From an optimization exercise on the open Yosys and OpenROAD flow, aimed at small area; shortcuts taken in it are not production practice.
At most, simulation tests tie the RTL to the original design; equivalence was not proved.
No functional check of the RTL was part of run 3.
In every run shown here, the design's own scripts or RTL, not TritonCTS, make the clock network.
No driver is modelled on the clock port, so clock power and skew are understated where the tree is cut down; a real chip needs a root buffer or a tree.
Power figures rest on the tool's default switching activity, not on a simulated workload.

### flow/config.mk
export PLATFORM = sky130hd
export DESIGN_NAME = top
export DESIGN_NICKNAME = top
export VERILOG_FILES = /design/flow/design.v
export SDC_FILE = /design/flow/constraint.sdc
export NUM_CORES = 4
export LEC_CHECK = 0
export CAP_MARGIN = 20
export CORE_AREA = 2 2 60 60
export DIE_AREA = 0 0 62 62
export GPL_TIMING_DRIVEN = 0
export SLEW_MARGIN = 20
### flow/constraint.sdc
create_clock -name core_clock -period 16.0 [get_ports {clk}]
set_input_delay 3.2000 -clock core_clock [delete_from_list [all_inputs] [get_ports {clk}]]
set_output_delay 3.2000 -clock core_clock [all_outputs]
set_load 0.01 [all_outputs]
### flow/design.v
module counter(input clk, input rst, input r0, output [15:0] led, output [15:0] nq, output step);
    reg [5:0] p;
    reg [15:0] n;
    reg [15:1] l;
    assign step = (&p[3:0]) & ~r0;
    function [3:0] bcd_inc(input [3:0] d, input c);
        bcd_inc = {d[3] ^ (c & d[0] & ((d[2] & d[1]) | d[3])),
                   d[2] ^ (c & d[0] & d[1]),
                   d[1] ^ (c & d[0] & ~d[3]),
                   d[0] ^ c};
    endfunction
    wire c1 = step & n[0] & n[3];
    wire c2 = c1 & n[4] & n[7];
    wire c3 = c2 & n[8] & n[11];
    assign led = r0 ? 16'h4888 : {l, n[0]} + step;
    assign nq = n;
    always @(posedge clk) begin
        if (rst)
            p <= 6'b001111;
        else
            p <= {p[4:0], p[0] ^ p[5] ^ (p[1] & p[3])};
        if (r0)
            n <= 16'h1234;
        else
            n <= {bcd_inc(n[15:12], c3), bcd_inc(n[11:8], c2),
                  bcd_inc(n[7:4], c1), bcd_inc(n[3:0], step)};
        l <= led[15:1];
    end
endmodule
module print_num(input clk, input rst, input [15:0] nq, output [0:3] digit, output [0:7] Seven_Seg, output r0);
    reg [2:0] q;
    always @(posedge clk) begin
        if (rst)
            q <= 3'b000;
        else
            q <= {q[1], q[0], ~(q[2] & (q[1] | q[0]))};
    end
    assign digit = {q[0] & ~q[1], q[1] & ~q[2], q[2] & q[0], q[2] & ~q[0]};
    assign r0 = ~(q[2] | q[0]);
    wire [3:0] m = ~(({4{digit[0]}} & ~nq[15:12]) | ({4{digit[1]}} & ~nq[11:8]) |
                     ({4{digit[2]}} & ~nq[7:4])   | ({4{digit[3]}} & ~nq[3:0]));
    reg [0:6] s;
    always @(*) begin
        case (m)
            4'd0: s = 7'b0000001;
            4'd1: s = 7'b1001111;
            4'd2: s = 7'b0010010;
            4'd3: s = 7'b0000110;
            4'd4: s = 7'b1001100;
            4'd5: s = 7'b0100100;
            4'd6: s = 7'b0100000;
            4'd7: s = 7'b0001111;
            4'd8: s = 7'b0000000;
            4'd9: s = 7'b0000100;
            default: s = 7'b1111111;
        endcase
    end
    assign Seven_Seg = {s, 1'b1};
endmodule
module top(clk, rst, led, digit, Seven_Seg);
    input clk;
    input rst;
    output [15:0] led;
    output [0:3] digit;
    output [0:7] Seven_Seg;
    wire [15:0] nq;
    wire step;
    wire r0;
    counter c(
        .clk(clk),
        .rst(rst),
        .r0(r0),
        .led(led),
        .nq(nq),
        .step(step)
    );
    print_num disp(
        .clk(clk),
        .rst(rst),
        .nq(nq),
        .digit(digit),
        .Seven_Seg(Seven_Seg),
        .r0(r0)
    );
endmodule
### flow/flow/run.sh
#!/bin/bash
# Own layout flow: the standard synthesis, then a stronger area-oriented
# re-mapping of the combinational cells (flip-flops kept as they are), then the
# standard layout with small port buffers and a small clock tree.
set -euo pipefail
W=$(pwd)
R=$W/orfs/results/$FLOW_PLATFORM/top/base
YOSYS=$(command -v yosys || echo $FLOW_HOME/../tools/install/yosys/bin/yosys)
LIB=$FLOW_HOME/platforms/$FLOW_PLATFORM/lib/sky130_fd_sc_hd__tt_025C_1v80.lib

# 1. standard synthesis up to the flattened netlist
bash standard.sh $R/1_2_yosys.v > $W/synth_standard.log 2>&1
cp $R/1_2_yosys.v $W/yosys_standard.v

# 2. re-map the combinational logic
DU=""
for c in $(sed -n '/^export DONT_USE_CELLS/,/^#/p' $FLOW_HOME/platforms/$FLOW_PLATFORM/config.mk | grep -o 'sky130_fd_sc_hd__[a-z0-9_]*'); do
  DU="$DU -dont_use $c"
done
# one re-mapping per ABC script in flow/remap_*.abc, run side by side; the smallest is kept
best=""
best_area=""
for abc in $W/flow/remap_*.abc; do
  k=$(basename $abc .abc)
  cat > $W/$k.ys <<EOT
read_liberty -ignore_miss_func $LIB
blackbox sky130_fd_sc_hd__df* sky130_fd_sc_hd__edf* sky130_fd_sc_hd__sdf* sky130_fd_sc_hd__dl* sky130_fd_sc_hd__sedf*
read_verilog $W/yosys_standard.v
hierarchy -top $FLOW_TOP
flatten
rename -hide w:_*_.*
opt_clean -purge
abc -liberty $LIB $DU -script $abc
rename -hide w:_*_.*
opt_clean -purge
hilomap -singleton -hicell sky130_fd_sc_hd__conb_1 HI -locell sky130_fd_sc_hd__conb_1 LO
insbuf -buf sky130_fd_sc_hd__buf_1 A X
tee -o $W/$k.stat stat -liberty $LIB
write_verilog -noattr -noexpr -nohex -nodec $W/$k.v
EOT
  $YOSYS -s $W/$k.ys > $W/$k.log 2>&1 &
done
wait
for abc in $W/flow/remap_*.abc; do
  k=$(basename $abc .abc)
  area=$(grep -s "Chip area" $W/$k.stat | awk '{print $NF}' || true)
  echo "$k $area" >> $W/remap_areas.txt
  [[ -n "$area" && -s $W/$k.v ]] || continue
  if [[ -z "$best" ]] || awk -v a=$area -v b=$best_area 'BEGIN { exit !(a < b) }'; then
    best=$k
    best_area=$area
  fi
done
echo "kept $best" >> $W/remap_areas.txt
cp $W/$best.v $W/yosys_remapped.v
# the re-mapped netlist must read back cleanly
$YOSYS -p "read_liberty -lib $LIB; read_verilog $W/yosys_remapped.v; hierarchy -top $FLOW_TOP; check -assert" > $W/remap_check.log 2>&1
cp $W/yosys_remapped.v $R/1_2_yosys.v

# 3. the rest of the standard layout
export PRE_GLOBAL_PLACE_TCL=$W/flow/input_buffers.tcl
export BUFFER_PORTS_ARGS="-outputs -buffer_cell sky130_fd_sc_hd__buf_1"
export PRE_CTS_TCL=$W/flow/clock_buffers.tcl
export CLOCK_BUFFERS=2
export CLOCK_BUFFER_CELL=sky130_fd_sc_hd__clkbuf_8
bash standard.sh > $W/layout.log 2>&1
### flow/flow/clock_buffers.tcl
# Sourced by ORFS's cts.tcl before clock tree synthesis (PRE_CTS_TCL). In place of the
# H-tree that clock_tree_synthesis builds (a root buffer and four leaf buffers even for a few
# dozen flip-flops), the clock port drives CLOCK_BUFFERS buffers of type CLOCK_BUFFER_CELL,
# each placed at the centre of the flip-flops it drives; the flip-flops are split into groups
# by position. Every flip-flop sees the same single buffer stage.
set block [ord::get_db_block]
set db [ord::get_db]
set clk_net [$block findNet [get_name [get_ports clk]]]
set n $::env(CLOCK_BUFFERS)
set master [$db findMaster $::env(CLOCK_BUFFER_CELL)]

set sinks {}
foreach it [$clk_net getITerms] {
  set loc [[$it getInst] getLocation]
  lappend sinks [list [lindex $loc 0] [lindex $loc 1] $it]
}
set sinks [lsort -integer -index 0 $sinks]
set total [llength $sinks]
puts "clock_buffers: $total sinks, $n buffers of $::env(CLOCK_BUFFER_CELL)"

for {set i 0} {$i < $n} {incr i} {
  set first [expr {$i * $total / $n}]
  set last [expr {($i + 1) * $total / $n - 1}]
  set group [lrange $sinks $first $last]
  set inst [odb::dbInst_create $block $master "clkbuf_${i}_clk"]
  set net [odb::dbNet_create $block "clknet_${i}_clk"]
  $net setSigType CLOCK
  set sx 0
  set sy 0
  foreach s $group {
    set it [lindex $s 2]
    $it disconnect
    $it connect $net
    incr sx [lindex $s 0]
    incr sy [lindex $s 1]
  }
  [$inst findITerm A] connect $clk_net
  [$inst findITerm X] connect $net
  set cnt [llength $group]
  $inst setLocation [expr {$sx / $cnt}] [expr {$sy / $cnt}]
  $inst setPlacementStatus PLACED
  puts "clock_buffers: clkbuf_${i}_clk drives $cnt flip-flops"
}
global_connect

# the buffers are in place: clock_tree_synthesis has nothing left to do
rename clock_tree_synthesis orfs_clock_tree_synthesis
proc clock_tree_synthesis { args } {
  puts "clock_buffers: clock_tree_synthesis skipped, the clock buffers are already in place"
}
### flow/flow/input_buffers.tcl
# Sourced by ORFS's global_place.tcl before port buffering (PRE_GLOBAL_PLACE_TCL). Removes the
# buffers synthesis left (as timing-driven global placement does), then gives the input ports
# a buffer strong enough for the reset net's fanout; buffer_ports then buffers the outputs
# (BUFFER_PORTS_ARGS -outputs) with the smallest buffer.
remove_buffers
buffer_ports -inputs -buffer_cell sky130_fd_sc_hd__buf_2
### flow/flow/remap_a.abc
strash
&get -n
&deepsyn -T 30
&put
dch -f
amap
### flow/flow/remap_b.abc
strash
&get -n
&deepsyn -T 30
&put
strash
dch -f -p
amap
### flow/flow/remap_c.abc
strash
&get -n
&deepsyn -T 30 -S 13
&put
dch -f
amap
### flow/flow/remap_d.abc
strash
&get -n
&deepsyn -T 60
&put
dch -f
amap
&get -n
&deepsyn -T 60
&put
dch -f
amap
### flow/standard.sh
#!/bin/bash
# synth_recipe.tcl (not shown) runs the flow's synth.tcl, then flattens the netlist and writes it again
# the make line also repeats each setting of config.mk as NAME=value (left out here)
make -C /OpenROAD-flow-scripts/flow DESIGN_CONFIG=/design/flow/config.mk WORK_HOME=/design/flow/orfs CLKGATE_MAP_FILE= SYNTH_SCRIPT=/design/flow/synth_recipe.tcl "${@:-finish}"
==> parameters.txt, run 1 <==
Parameter                              Value

Run status
  Status    complete, no violations

STA
  Worst Skew    10.60 ps
  Relative slew margins    0.4136
  Count of final hold-check violations    0
  Fraction of the cycle the final worst path needs    0.3791
  Unrepaired setup endpoints after global routing    no
  Number of setup violations in the final report    0
  Slew at the pin closest to its max-slew limit    878.6 ps
  Total Negative Setup Slacks    0 ps
  Final min period    6066 ps
  Final Max Slew Viols    0
  Maximum clock rate    164.9 MHz

GRT
  Initial antenna violation count    0
  Global Route Usage Sum    0.1591
  Aggregate global routing overflow    0
  Number of global-route vias before repair    1179
  Largest net degree at the start of global routing    23
  Wire length of the first global-routing pass    4.857 mm

Worst hold path
  Worst hold path type    register to register

Critical path
  CP delay by family, top    simple AND/OR/NAND/NOR gates
  Required @ worst endpoint    12800 ps
  Arr. time, crit path    2870 ps
  Number of buffers and inverters on the critical path    2
  Type of element launching the critical path    register
  Most numerous cell on the critical path    sky130_fd_sc_hd__and3_1
  Category of the worst setup path capture point    output pin
  Largest stage delay, worst path    340 ps
  Crit-path cells    and2_0, and3_1, nand2_1, clkinv_1, and3_1, and3_1, and3_1, and3_1, and3_1, and3_1, and3_1, o21ai_0, a21oi_1, buf_1
  Type of the worst setup path    register to output pin
  Peak fanout along the critical path    5
  Slowest-stage cell, CP    sky130_fd_sc_hd__dfxtp_1
  Register-to-register path setup slack    13390 ps

CTS
  Clock slew at reported path FFs    110 ps
  CTS resizes    0
  Number of buffers inserted for hold repair after clock tree synthesis    0
  Insertion delay of the later-clocked pin in the worst-skew pair    170 ps
  Setup bufs post-CTS    0

Finish
  Fraction of layout instances using a drive strength above 1    0.01835
  Count of filler cells inserted in the layout    339
  Diodes inserted    0
  Commonest non-fill, non-tap cells in the layout    40 x sky130_fd_sc_hd__dfxtp_1, 30 x sky130_fd_sc_hd__nor2_1, 27 x sky130_fd_sc_hd__buf_1
  Area delta synth->final    11.99%
  Commonest non-fill, non-tap cell in the layout    sky130_fd_sc_hd__dfxtp_1
  Number of nets in the layout    222

Floorplanning
  Die width    62 um
  Floorplan die height    62 um
  Std cell rows    21
  Die Area    3844 um^2
  Initial Util    0.4735
  Placeable core region    3284 um^2
  I/O Pins    30

Synthesis
  Per-instance average area after synthesis    8.185 um^2
  Count of mapped cells out of synthesis    190
  Cell Area, Synth    1555 um^2
  Yosys warnings    2
  Synthesized netlist net count    192

Route
  Routed wire length per instance    11.46 um
  First-pass detailed-route iteration total    4
  DRC violations left    0
  Vias per inst    5.121
  Total number of vias    1352
  First-iteration detailed-routing DRC count    69
  Overall routed net length    3.026 mm
  Number of antenna-violating nets in the routed design    0

Flow run
  Max Cap Viol    0

Power and ir drop
  Leak Pwr    0.6405 nW
  Design Power    162.6 uW
  Power per unit of standard cell area    93.37 nW/um^2
  Max rail drop VDD    84.60 uV

Placement
  I/O Buffers    28
  Final HPWL from detailed placement    2.352 mm
  Final weighted congestion in routability-driven placement    0.8310
sequential cells by signal (all words and copies together) (netlist names):
register and count:
c.n 16, c.p 6, disp.q 3, c.l 15
per-layer routing:
metal  vias up  part of all wire  GRT usage
li1        708                 -          -
met1       626              0.46     0.1954
met2        15              0.51     0.3125
met3         3             0.023    0.01035
met4         0            0.0089    0.01216
met5         -                 0          0
cell type report:
cell class | instances | area [um^2] | share of cell area
Timing Repair Buffer | 28 | 106.4 | 0.06106
Inverter | 17 | 63.81 | 0.03664
Multi-Input combinational cell | 131 | 685.7 | 0.3937
Sequential cell | 40 | 800.8 | 0.4598
Tap cell | 46 | 57.56 | 0.03305
Buffer | 2 | 27.53 | 0.01580
path summary, 6_finish.rpt:
kind,startpoint,end,cells past startpoint
worst max register to register,c.p[1]$_SDFF_PP1_,c.l[15]$_DFF_P_,13
worst max-delay path,c.p[3]$_SDFF_PP1_,led[15],14
worst min register to register,c.p[1]$_SDFF_PP1_,c.p[2]$_SDFF_PP1_,1
worst min-delay path,c.p[1]$_SDFF_PP1_,c.p[2]$_SDFF_PP1_,1
stage by stage:
stage / setup slack (ps) / hold WS, ps / util / instance area [um^2] / instances
after CTS: 10110 / 444.2 / 0.5303 / 1742 / 264
after floorplan: 10390 / 407.7 / - / 1555 / 190
final: 9934 / 458.0 / 0.5303 / 1742 / 264
after global placement: 10160 / 418.0 / 0.5211 / 1712 / 262
after global routing: 9543 / 470.1 / 0.5303 / 1742 / 264
after detailed placement: 10120 / 438.0 / 0.5219 / 1714 / 262
power breakdown:
| group | internal [mW] | switching [mW] |
|---|---|---|
| clock network | 0.0117 | 0.0244 |
| registers | 0.103 | 0.00222 |
| logic | 0.00719 | 0.0143 |
| total | 0.122 | 0.0409 |
==> run 2, diff against run 1 <==
--- a/flow/flow/input_buffers.tcl
+++ b/flow/flow/input_buffers.tcl
@@ -4,3 +4,3 @@
 # (BUFFER_PORTS_ARGS -outputs) with the smallest buffer.
 remove_buffers
-buffer_ports -inputs -buffer_cell sky130_fd_sc_hd__buf_2
+buffer_ports -inputs -buffer_cell sky130_fd_sc_hd__buf_1
==> run 2 against run 1 <==
Net effect: still clean on timing, DRC and antenna; area after synthesis unchanged; flip-flop and latch count unchanged; worst setup slack got worse by 39 ps; die area unchanged; combinational power about the same; via count increased by 2.6%; fmax decreased by 0.64%; clock skew decreased by 3.8 ps; cell count unchanged; register-to-register slack got worse by 30 ps; critical path type unchanged.
==> parameters.txt, run 2 <==
Parameter                              Value

Finish
  Largest registers    c.n x16, c.l x15, c.p x6
  Max FFs per register    16
  Commonest non-fill, non-tap cells in the layout    40 x sky130_fd_sc_hd__dfxtp_1, 30 x sky130_fd_sc_hd__nor2_1, 28 x sky130_fd_sc_hd__buf_1
  Largest register by flop count    c.n
  Area delta synth->final    11.91%
  Layout Cell Area excl Fill    1740 um^2
  Commonest non-fill, non-tap cell in the layout    sky130_fd_sc_hd__dfxtp_1
  Diodes inserted    0
  Number of nets in the layout    222
  Count of filler cells inserted in the layout    326
  Non-Filler Instances    264
  Fraction of layout instances using a drive strength above 1    0.01376

Floorplanning
  Die width    62 um
  Floorplan die height    62 um
  Die Area    3844 um^2
  I/O Pins    30
  Std cell rows    21
  Placeable core region    3284 um^2
  Initial Util    0.4735

Critical path
  Number of buffers and inverters on the critical path    2
  Peak fanout along the critical path    5
  Category of the worst setup path capture point    output pin
  Most numerous cell on the critical path    sky130_fd_sc_hd__and3_1
  Crit-path cells    and2_0, and3_1, nand2_1, clkinv_1, and3_1, and3_1, and3_1, and3_1, and3_1, and3_1, and3_1, o21ai_0, a21oi_1, buf_1
  Type of element launching the critical path    register
  Arr. time, crit path    2910 ps
  Largest stage delay, worst path    340 ps
  Slowest-stage cell, CP    sky130_fd_sc_hd__dfxtp_1
  Type of the worst setup path    register to output pin
  CP delay by family, top    simple AND/OR/NAND/NOR gates
  Required @ worst endpoint    12800 ps

Flow run
  Max Cap Viol    0

Power and ir drop
  Clk network pwr share    0.224
  Power per unit of standard cell area    93.67 nW/um^2
  Net switching power    41.33 uW
  Int Pwr    121.7 uW
  Reg power frac    0.644
  Max rail drop VDD    80.28 uV
  Part of the total power dissipated in combinational logic    0.132
  Design Power    163.0 uW
  Leak Pwr    0.6378 nW
  Switch share    0.2535

CTS
  Insertion delay of the later-clocked pin in the worst-skew pair    170 ps
  Setup bufs post-CTS    0
  Number of buffers inserted for hold repair after clock tree synthesis    0
  Clock slew at reported path FFs    110 ps
  CTS resizes    0

Route
  First-pass detailed-route iteration total    4
  Overall routed net length    3.015 mm
  DRC violations left    0
  Total number of vias    1387
  Vias per inst    5.254
  Number of antenna-violating nets in the routed design    0
  First-iteration detailed-routing DRC count    79
  Routed wire length per instance    11.42 um

Placement
  Area post-placement    1713 um^2
  I/O Buffers    28
  Final weighted congestion in routability-driven placement    0.8170
  Final HPWL from detailed placement    2.299 mm
  DP Cell Count    262

GRT
  Initial antenna violation count    0
  Largest net degree at the start of global routing    23
  Number of global-route vias before repair    1181
  Wire length of the first global-routing pass    4.823 mm
  Global Route Usage Sum    0.1556
  Aggregate global routing overflow    0

Synthesis
  Per-instance average area after synthesis    8.185 um^2
  Synthesized netlist net count    192
  Yosys warnings    2
  Count of mapped cells out of synthesis    190
  Cell Area, Synth    1555 um^2

STA
  Count of final hold-check violations    0
  Number of setup violations in the final report    0
  Unrepaired setup endpoints after global routing    no
  Final Max Slew Viols    0
  Slew at the pin closest to its max-slew limit    936.8 ps
  Fraction of the cycle the final worst path needs    0.3816
  Final min period    6105 ps
  Total Negative Setup Slacks    0 ps
  Relative slew margins    0.3748
  Worst Skew    6.783 ps
  Maximum clock rate    163.8 MHz

Worst hold path
  Worst hold path type    register to register

Run status
  Status    complete, no violations
[run 2: changes by cell type in the layout (fill, tap and decap cells not counted)]
cell / delta
sky130_fd_sc_hd__buf_1: +1
sky130_fd_sc_hd__buf_2: -1
[run 2: layer usage]
| metal | share of wire | global-route usage | vias to the layer above |
|---|---|---|---|
| met1 | 0.46 | 0.2067 | 650 |
| li1 | - | - | 708 |
| met3 | 0.034 | 0.01035 | 4 |
| met4 | 0.0063 | 0.009119 | 0 |
| met2 | 0.50 | 0.2887 | 25 |
| met5 | 0 | 0 | - |
[run 2: cell type report]
class | instances | area [um^2] | area share
inverter | 17 | 63.81 | 0.03666
tap | 46 | 57.56 | 0.03307
sequential | 40 | 800.8 | 0.4601
timing repair buffer | 28 | 105.1 | 0.06039
buffer | 2 | 27.53 | 0.01582
multi-input combinational | 131 | 685.7 | 0.3940
[run 2: worst reg2reg max path, stage by stage, from the launching register on]
cell and delay (ps):
sky130_fd_sc_hd__dfxtp_1 320, sky130_fd_sc_hd__and2_0 170, sky130_fd_sc_hd__and3_1 190, sky130_fd_sc_hd__nand2_1 120, sky130_fd_sc_hd__clkinv_1 150, sky130_fd_sc_hd__and3_1 230, sky130_fd_sc_hd__and3_1 190, sky130_fd_sc_hd__and3_1 190
sky130_fd_sc_hd__and3_1 190, sky130_fd_sc_hd__and3_1 190, sky130_fd_sc_hd__and3_1 200, sky130_fd_sc_hd__and3_1 190, sky130_fd_sc_hd__o21ai_0 140, sky130_fd_sc_hd__a21oi_1 70
[run 2: power by group through the flow]
| stage | registers, mW | clock network (mW) | logic (mW) |
|---|---|---|---|
| after floorplan | 0.107 | 0 | 0.0155 |
| after global placement | 0.107 | 0 | 0.0209 |
| after detailed placement | 0.107 | 0 | 0.0216 |
| after CTS | 0.107 | 0.0267 | 0.0216 |
| after global routing | 0.106 | 0.0404 | 0.0250 |
| final | 0.105 | 0.0365 | 0.0216 |
[run 2: per-stage QoR]
step           hold slack, ps    util  setup slack, ps
4_1_cts                 423.7  0.5299            10100
5_1_grt                 463.9  0.5299             9569
3_5_place_dp            423.7  0.5215            10120
6_report                447.5  0.5299             9895
2_1_floorplan           407.7       -            10390
3_3_place_gp            417.6  0.5208            10160
[run 2: final timing paths]
kind	startpoint	endpoint	slack (ps)	cells past startpoint
setup / recovery	c.p[1]$_SDFF_PP1_	led[15]	9890	14
hold / removal	c.p[4]$_SDFF_PP0_	c.p[5]$_SDFF_PP0_	450	1
setup reg to reg	c.p[1]$_SDFF_PP1_	c.l[15]$_DFF_P_	13360	13
hold reg to reg	c.p[4]$_SDFF_PP0_	c.p[5]$_SDFF_PP0_	450	1
==> run 3, diff against run 2 <==
--- a/flow/design.v
+++ b/flow/design.v
@@ -1,3 +1,3 @@
-module counter(input clk, input rst, input r0, output [15:0] led, output [15:0] nq, output step);
+module counter(input clk, input r0, output [15:0] led, output [15:0] nq, output step);
     reg [5:0] p;
     reg [15:0] n;
@@ -16,13 +16,12 @@
     assign nq = n;
     always @(posedge clk) begin
-        if (rst)
-            p <= 6'b001111;
-        else
+        if (r0) begin
+            p <= 6'b011110;
+            n <= 16'h1234;
+        end else begin
             p <= {p[4:0], p[0] ^ p[5] ^ (p[1] & p[3])};
-        if (r0)
-            n <= 16'h1234;
-        else
             n <= {bcd_inc(n[15:12], c3), bcd_inc(n[11:8], c2),
                   bcd_inc(n[7:4], c1), bcd_inc(n[3:0], step)};
+        end
         l <= led[15:1];
     end
@@ -69,5 +68,4 @@
     counter c(
         .clk(clk),
-        .rst(rst),
         .r0(r0),
         .led(led),
--- a/flow/flow/input_buffers.tcl
+++ b/flow/flow/input_buffers.tcl
@@ -4,3 +4,3 @@
 # (BUFFER_PORTS_ARGS -outputs) with the smallest buffer.
 remove_buffers
-buffer_ports -inputs -buffer_cell sky130_fd_sc_hd__buf_1
+buffer_ports -inputs -buffer_cell sky130_fd_sc_hd__buf_2
==> run 3 against run 2 <==
Net effect: core utilization increased by 0.65 points; clock power about the same; critical path type unchanged; clock skew is 0.61 ps lower; combinational power is 2% lower; via count up 1.0%; sequential share of layout area fell by 0.56 points; first-iteration DRC count is 1.3% lower; worst setup slack worse by 35 ps; wire length is 2.3% higher; highest routed layer unchanged; cell area increased by 1.2%; flip-flop and latch count did not move; sequential power about the same.
==> parameters.txt, run 3 <==
Parameter                              Value

GRT
  Wire length of the first global-routing pass    4.926 mm
  Number of global-route vias before repair    1166
  Global Route Usage Sum    0.1632
  Aggregate global routing overflow    0
  Initial antenna violation count    0
  Largest net degree at the start of global routing    21

STA
  Final Worst Setup Slack    9860 ps
  Maximum clock rate    162.9 MHz
  Count of final hold-check violations    0
  Total Negative Setup Slacks    0 ps
  Unrepaired setup endpoints after global routing    no
  Fraction of the cycle the final worst path needs    0.3837
  Final hold slack    451.8 ps
  Final min period    6140 ps
  Worst Skew    6.174 ps
  Final Max Slew Viols    0
  Number of setup violations in the final report    0

Floorplanning
  Floorplan die height    62 um
  Die Area    3844 um^2
  Initial Util    0.4750
  Placeable core region    3284 um^2
  I/O Pins    30
  Std cell rows    21
  Die width    62 um

Critical path
  Required @ worst endpoint    12800 ps
  Register-to-register path setup slack    13320 ps
  Arr. time, crit path    2940 ps
  Type of element launching the critical path    register
  Type of the worst setup path    register to output pin
  Category of the worst setup path capture point    output pin
  Number of cells on the worst reg-to-reg path    13
  Peak fanout along the critical path    6

Placement
  Area post-placement    1734 um^2
  I/O Buffers    28
  Post-Place Setup Slack    10070 ps
  DP Cell Count    268
  Final HPWL from detailed placement    2.431 mm
  Final weighted congestion in routability-driven placement    0.7833

CTS
  Setup bufs post-CTS    0
  Insertion delay of the later-clocked pin in the worst-skew pair    170 ps
  CTS resizes    0
  Clock slew at reported path FFs    120 ps
  Number of buffers inserted for hold repair after clock tree synthesis    0

Flow run
  Max Cap Viol    0

Synthesis
  Per-instance average area after synthesis    8.001 um^2
  Cell Area, Synth    1560 um^2
  Synthesized netlist net count    197
  Yosys warnings    2
  Count of mapped cells out of synthesis    195

Power and ir drop
  Max rail drop VDD    73.99 uV
  Power per unit of standard cell area    92.05 nW/um^2
  Leak Pwr    0.6517 nW
  Design Power    162.2 uW

Route
  Number of antenna-violating nets in the routed design    0
  First-pass detailed-route iteration total    4
  Total number of vias    1401
  Vias per inst    5.189
  Routed wire length per instance    11.42 um
  Overall routed net length    3.084 mm
  First-iteration detailed-routing DRC count    78
  DRC violations left    0

Finish
  Number of nets in the layout    228
  Diodes inserted    0
  Fraction of layout instances using a drive strength above 1    0.02232
  Largest registers    c.n x16, c.l x15, c.p x6
  Fraction of the core area covered by cells at the end of the flow    0.5364
  Area delta synth->final    12.91%
  Layout Cell Area excl Fill    1762 um^2
  Commonest non-fill, non-tap cell in the layout    sky130_fd_sc_hd__dfxtp_1
  Commonest non-fill, non-tap cells in the layout    40 x sky130_fd_sc_hd__dfxtp_1, 37 x sky130_fd_sc_hd__nor2_1, 27 x sky130_fd_sc_hd__buf_1
  Largest register by flop count    c.n
  Max FFs per register    16
  Non-Filler Instances    270

Worst hold path
  Instance count along the most critical hold path    1
  Worst hold path type    register to register

Run status
  Status    complete, no violations
## run 3: critical path, stage by stage (launching register included)
cell and delay, ps:
sky130_fd_sc_hd__dfxtp_1 340, sky130_fd_sc_hd__nand2_1 90, sky130_fd_sc_hd__nor2_1 150, sky130_fd_sc_hd__nand2_1 150, sky130_fd_sc_hd__clkinv_1 150, sky130_fd_sc_hd__and3_1 220
sky130_fd_sc_hd__and3_1 210, sky130_fd_sc_hd__and3_1 200, sky130_fd_sc_hd__and3_1 200, sky130_fd_sc_hd__and3_1 210, sky130_fd_sc_hd__and3_1 220, sky130_fd_sc_hd__and3_1 200
sky130_fd_sc_hd__o21ai_0 80, sky130_fd_sc_hd__a21oi_1 180, sky130_fd_sc_hd__buf_1 170
## run 3: path summary, 6_finish.rpt
path / to / startpoint
worst max-delay path: led[15] / c.p[1]$_SDFF_PN1_
worst min-delay path: c.p[5]$_SDFF_PN0_ / c.p[4]$_SDFF_PN1_
worst max register to register: c.l[15]$_DFF_P_ / c.p[1]$_SDFF_PN1_
worst min register to register: c.p[5]$_SDFF_PN0_ / c.p[4]$_SDFF_PN1_
## run 3: cell type report
type,count,area [um^2]
buffer,2,27.53
fill,337,1523
inverter,17,63.81
multi-input combinational,136,690.7
sequential,40,800.8
tap,46,57.56
timing repair buffer,29,121.4
## run 3: power breakdown
group	switching (mW)	leakage [nW]	internal, mW
clock	0.0244	0.0144	0.0117
sequential	0.00202	0.325	0.103
combinational	0.0140	0.312	0.00721
## run 3: metal layers
metal	up-vias	track usage	wire length, um
met3	3	0.01035	110
met4	0	0.009119	21
met1	648	0.2051	1434
li1	727	-	-
met2	23	0.3170	1517
met5	-	0	0
==> run 4, diff against run 3 <==
--- a/flow/design.v
+++ b/flow/design.v
@@ -1,6 +1,10 @@
-module counter(input clk, input r0, output [15:0] led, output [15:0] nq, output step);
-    reg [5:0] p;
-    reg [15:0] n;
+module counter(input clk, input rst, input r0, output [15:0] led, output [15:0] nq, output step);
+    localparam [5:0] PINV = 6'b001010;
+    localparam [15:0] NINV = 16'h0008;
+    reg [5:0] pr;    
+    reg [15:0] nr;   
     reg [15:1] l;
+    wire [5:0] p = pr ^ PINV;
+    wire [15:0] n = nr ^ NINV;
     assign step = (&p[3:0]) & ~r0;
     function [3:0] bcd_inc(input [3:0] d, input c);
@@ -16,22 +20,24 @@
     assign nq = n;
     always @(posedge clk) begin
-        if (r0) begin
-            p <= 6'b011110;
-            n <= 16'h1234;
-        end else begin
-            p <= {p[4:0], p[0] ^ p[5] ^ (p[1] & p[3])};
-            n <= {bcd_inc(n[15:12], c3), bcd_inc(n[11:8], c2),
-                  bcd_inc(n[7:4], c1), bcd_inc(n[3:0], step)};
-        end
+        if (rst)
+            pr <= 6'b001111 ^ PINV;
+        else
+            pr <= {p[4:0], p[0] ^ p[5] ^ (p[1] & p[3])} ^ PINV;
+        if (r0)
+            nr <= 16'h1234 ^ NINV;
+        else
+            nr <= {bcd_inc(n[15:12], c3), bcd_inc(n[11:8], c2),
+                   bcd_inc(n[7:4], c1), bcd_inc(n[3:0], step)} ^ NINV;
         l <= led[15:1];
     end
 endmodule
 module print_num(input clk, input rst, input [15:0] nq, output [0:3] digit, output [0:7] Seven_Seg, output r0);
-    reg [2:0] q;
+    reg [2:0] qr;
+    wire [2:0] q = qr ^ 3'b100;
     always @(posedge clk) begin
         if (rst)
-            q <= 3'b000;
+            qr <= 3'b100;
         else
-            q <= {q[1], q[0], ~(q[2] & (q[1] | q[0]))};
+            qr <= {~q[1], q[0], ~(q[2] & (q[1] | q[0]))};
     end
     assign digit = {q[0] & ~q[1], q[1] & ~q[2], q[2] & q[0], q[2] & ~q[0]};
@@ -68,4 +74,5 @@
     counter c(
         .clk(clk),
+        .rst(rst),
         .r0(r0),
         .led(led),
--- a/flow/flow/run.sh
+++ b/flow/flow/run.sh
@@ -21,5 +21,6 @@
 best=""
 best_area=""
-for abc in $W/flow/remap_*.abc; do
+remap_one() {
+  abc=$1
   k=$(basename $abc .abc)
   cat > $W/$k.ys <<EOT
@@ -39,7 +40,9 @@
 write_verilog -noattr -noexpr -nohex -nodec $W/$k.v
 EOT
-  $YOSYS -s $W/$k.ys > $W/$k.log 2>&1 &
-done
-wait
+  $YOSYS -s $W/$k.ys > $W/$k.log 2>&1 || true
+}
+export -f remap_one
+export W LIB DU YOSYS FLOW_TOP
+ls $W/flow/remap_*.abc | xargs -P ${NUM_CORES:-4} -I{} bash -c 'remap_one {}'
 for abc in $W/flow/remap_*.abc; do
   k=$(basename $abc .abc)
--- a/flow/flow/input_buffers.tcl
+++ b/flow/flow/input_buffers.tcl
@@ -4,3 +4,3 @@
 # (BUFFER_PORTS_ARGS -outputs) with the smallest buffer.
 remove_buffers
-buffer_ports -inputs -buffer_cell sky130_fd_sc_hd__buf_2
+buffer_ports -inputs -buffer_cell sky130_fd_sc_hd__buf_1
==> flow/flow/remap_s1.abc (new file) <==
strash
&get -n
&deepsyn -T 10 -S 1
&put
dch -f
amap
==> flow/flow/remap_s2.abc (new file) <==
strash
&get -n
&deepsyn -T 10 -S 2
&put
dch -f
amap
==> flow/flow/remap_s3.abc (new file) <==
strash
&get -n
&deepsyn -T 10 -S 3
&put
dch -f
amap
==> flow/flow/remap_s4.abc (new file) <==
strash
&get -n
&deepsyn -T 10 -S 4
&put
dch -f
amap
==> flow/flow/remap_s5.abc (new file) <==
strash
&get -n
&deepsyn -T 10 -S 5
&put
dch -f
amap
==> flow/flow/remap_s6.abc (new file) <==
strash
&get -n
&deepsyn -T 10 -S 6
&put
dch -f
amap
==> flow/flow/remap_s7.abc (new file) <==
strash
&get -n
&deepsyn -T 10 -S 7
&put
dch -f
amap
==> flow/flow/remap_s8.abc (new file) <==
strash
&get -n
&deepsyn -T 10 -S 8
&put
dch -f
amap
==> flow/flow/remap_w1.abc (new file) <==
strash
&get -n
&deepsyn -T 30
&put
dch -f
amap
==> flow/flow/remap_w3.abc (new file) <==
strash
&get -n
&deepsyn -T 30 -S 13
&put
dch -f
amap
==> flow/flow/remap_w8.abc (new file) <==
strash
&get -n
&deepsyn -T 30
&put
strash
dch -f -p
amap
==> flow/flow/remap_x3.abc (new file) <==
strash
&get -n
&deepsyn -T 60
&put
dch -f
amap
&get -n
&deepsyn -T 60
&put
dch -f
amap
removed: flow/flow/remap_a.abc
removed: flow/flow/remap_b.abc
removed: flow/flow/remap_c.abc
removed: flow/flow/remap_d.abc
==> run 4 against run 3 <==
Net effect: still clean on timing, DRC and antenna; fmax is 0.43% higher; wire length is 1.2% lower; first-iteration DRC count is 29% lower; synthesized cell count is 2.1% lower; sequential share of layout area is 0.86 points higher; via count is 2.7% lower; worst setup slack better by 26 ps; cell area is 1.8% lower; worst hold slack worse by 42 ps.
==> parameters.txt, run 4 <==
Parameter                              Value

Run status
  Status    complete, no violations

Placement
  Final weighted congestion in routability-driven placement    0.7568
  Final HPWL from detailed placement    2.338 mm
  Area post-placement    1702 um^2
  I/O Buffers    28
  DP Cell Count    263

Critical path
  Number of cells on the worst reg-to-reg path    13
  Required @ worst endpoint    12800 ps
  Crit-path cells    nor2_1, and3_1, nand2_1, clkinv_1, and3_1, and3_1, and3_1, and3_1, and3_1, and3_1, and3_1, o21ai_0, a21oi_1, buf_1
  Type of element launching the critical path    register
  Arr. time, crit path    2910 ps
  Endpoint of the most critical setup path    led[15]
  Worst flop-to-flop path endpoint    c.l[14]$_DFF_P_
  Slowest-stage cell, CP    sky130_fd_sc_hd__dfxtp_1
  Register-to-register path setup slack    13350 ps
  Peak fanout along the critical path    5
  Largest stage delay, worst path    330 ps
  Type of the worst setup path    register to output pin
  Category of the worst setup path capture point    output pin
  Most numerous cell on the critical path    sky130_fd_sc_hd__and3_1
  FF-to-FF Start    c.pr[1]$_SDFF_PP0_
  Critical path launch point    c.pr[1]$_SDFF_PP0_

Finish
  Layout Cell Area excl Fill    1729 um^2
  Largest registers    c.nr x16, c.l x15, c.pr x6
  FF+latch area    800.8 um^2
  Commonest non-fill, non-tap cell in the layout    sky130_fd_sc_hd__dfxtp_1
  Largest register by flop count    c.nr
  Non-Filler Instances    265
  Commonest non-fill, non-tap cells in the layout    40 x sky130_fd_sc_hd__dfxtp_1, 36 x sky130_fd_sc_hd__nor2_1, 28 x sky130_fd_sc_hd__buf_1
  Fraction of layout instances using a drive strength above 1    0.01370
  Max FFs per register    16
  Multi-input logic area    678.2 um^2
  Area delta synth->final    11.99%
  Diodes inserted    0
  Count of filler cells inserted in the layout    343
  Number of nets in the layout    223

Route
  Total number of vias    1363
  Routed wire length per instance    11.50 um
  Vias per inst    5.143
  Number of antenna-violating nets in the routed design    0
  First-iteration detailed-routing DRC count    55
  Overall routed net length    3.047 mm
  DRC violations left    0
  First-pass detailed-route iteration total    4

Power and ir drop
  Max rail drop VDD    87.30 uV
  Power per unit of standard cell area    94.43 nW/um^2
  Leak Pwr    0.6468 nW

Floorplanning
  I/O Pins    30
  Die width    62 um
  Floorplan die height    62 um
  Placeable core region    3284 um^2
  Die Area    3844 um^2
  Std cell rows    21
  Initial Util    0.4701

Synthesis
  Yosys warnings    2
  Synthesized netlist net count    193
  Cell Area, Synth    1544 um^2
  Count of mapped cells out of synthesis    191
  Per-instance average area after synthesis    8.084 um^2

STA
  Count of final hold-check violations    0
  Fraction of the cycle the final worst path needs    0.3821
  Total Negative Setup Slacks    0 ps
  Unrepaired setup endpoints after global routing    no
  Worst Skew    9.142 ps
  Final min period    6114 ps
  Final Max Slew Viols    0
  Relative slew margins    0.4340
  Final hold slack    409.3 ps
  Maximum clock rate    163.6 MHz
  Number of setup violations in the final report    0
  Slew at the pin closest to its max-slew limit    848.1 ps

CTS
  Setup bufs post-CTS    0
  Insertion delay of the later-clocked pin in the worst-skew pair    170 ps
  CTS resizes    0
  Number of buffers inserted for hold repair after clock tree synthesis    0
  Clock slew at reported path FFs    110 ps

GRT
  Number of global-route vias before repair    1181
  Global Route Usage Sum    0.1645
  Largest net degree at the start of global routing    21
  Aggregate global routing overflow    0
  Wire length of the first global-routing pass    4.961 mm
  Initial antenna violation count    0

Flow run
  Max Cap Viol    0

Worst hold path
  Worst hold path type    register to register
run 4: worst max-delay path, delay by kind of cell (launching register included):
| family | cells | cell delay [ps] |
|---|---|---|
| AND/OR/NAND/NOR | 10 | 1890 |
| buffers and inverters | 2 | 290 |
| AO/OA/AOI/OAI | 2 | 240 |
| flip-flops | 1 | 330 |
run 4: worst min-delay path by stage:
stage,end,from,cells past startpoint,slack [ps]
after detailed placement,c.pr[2]$_SDFF_PP1_,c.pr[1]$_SDFF_PP0_,1,390
after global routing,c.pr[2]$_SDFF_PP1_,c.pr[1]$_SDFF_PP0_,1,430
after CTS,c.pr[2]$_SDFF_PP1_,c.pr[1]$_SDFF_PP0_,1,390
after global placement,c.pr[2]$_SDFF_PP1_,c.pr[1]$_SDFF_PP0_,1,380
after floorplan,c.pr[2]$_SDFF_PP1_,c.pr[1]$_SDFF_PP0_,1,370
final,c.pr[2]$_SDFF_PP1_,c.pr[1]$_SDFF_PP0_,1,410
run 4: stage by stage:
stage | power (mW) | worst slack [ps] | util
3_5_place_dp | 0.1303 | 10090 | 0.5181
6_report | 0.1633 | 9886 | 0.5265
5_1_grt | 0.1728 | 9514 | 0.5265
2_1_floorplan | 0.1233 | 10410 | -
3_3_place_gp | 0.1290 | 10160 | 0.5173
4_1_cts | 0.1571 | 10070 | 0.5265
run 4: area by class of cell:
type	count	area share
Sequential cell	40	0.4631
Multi-Input combinational cell	133	0.3922
Timing Repair Buffer	28	0.06078
Inverter	16	0.03473
Tap cell	46	0.03329
Buffer	2	0.01592
run 4: layer usage:
layer	up-vias	track usage	share of wire
met5	-	0	0
met3	2	0.01035	0.022
li1	715	-	-
met2	12	0.3140	0.49
met4	0	0.009119	0.0072
met1	634	0.2115	0.48
run 4: power breakdown:
part | switching [mW] | internal [mW] | total [mW]
sequential | 0.00275 | 0.103 | 0.106
clock | 0.0235 | 0.0117 | 0.0352
combinational | 0.0148 | 0.00738 | 0.0222
total | 0.0411 | 0.122 | 0.163

[afterwards: timing with drivers on the ports]
The results above use ideal ports. As a check the final layouts listed here were re-extracted and re-timed, cells and wires unchanged. Step 1 assumes that a clkbuf_16 drives the clock port and a buf_2 every other input. Step 2 times the ports against the registers' clock, not the clock port: input delays grow and output delays shrink by t, the midpoint of the rising clock arrivals with the driver on. Slacks: no drivers / after step 1 / after step 2; pairs: no drivers / after step 1.
| run | t (ns) | slack for setup (ns) | worst setup path at the end | slew at the worst register clock pin (ns) |
|---|---|---|---|---|
| run 1 | 0.201 | 9.934 / 9.900 / 10.100 | register to output | 0.12 / 0.12 |
| run 2 | 0.199 | 9.895 / 9.863 / 10.062 | register to output | 0.12 / 0.12 |
| run 3 | 0.199 | 9.860 / 9.828 / 10.027 | register to output | 0.12 / 0.12 |
| run 4 | 0.196 | 9.886 / 9.854 / 10.049 | register to output | 0.11 / 0.11 |
After both steps every run listed still meets setup and hold.
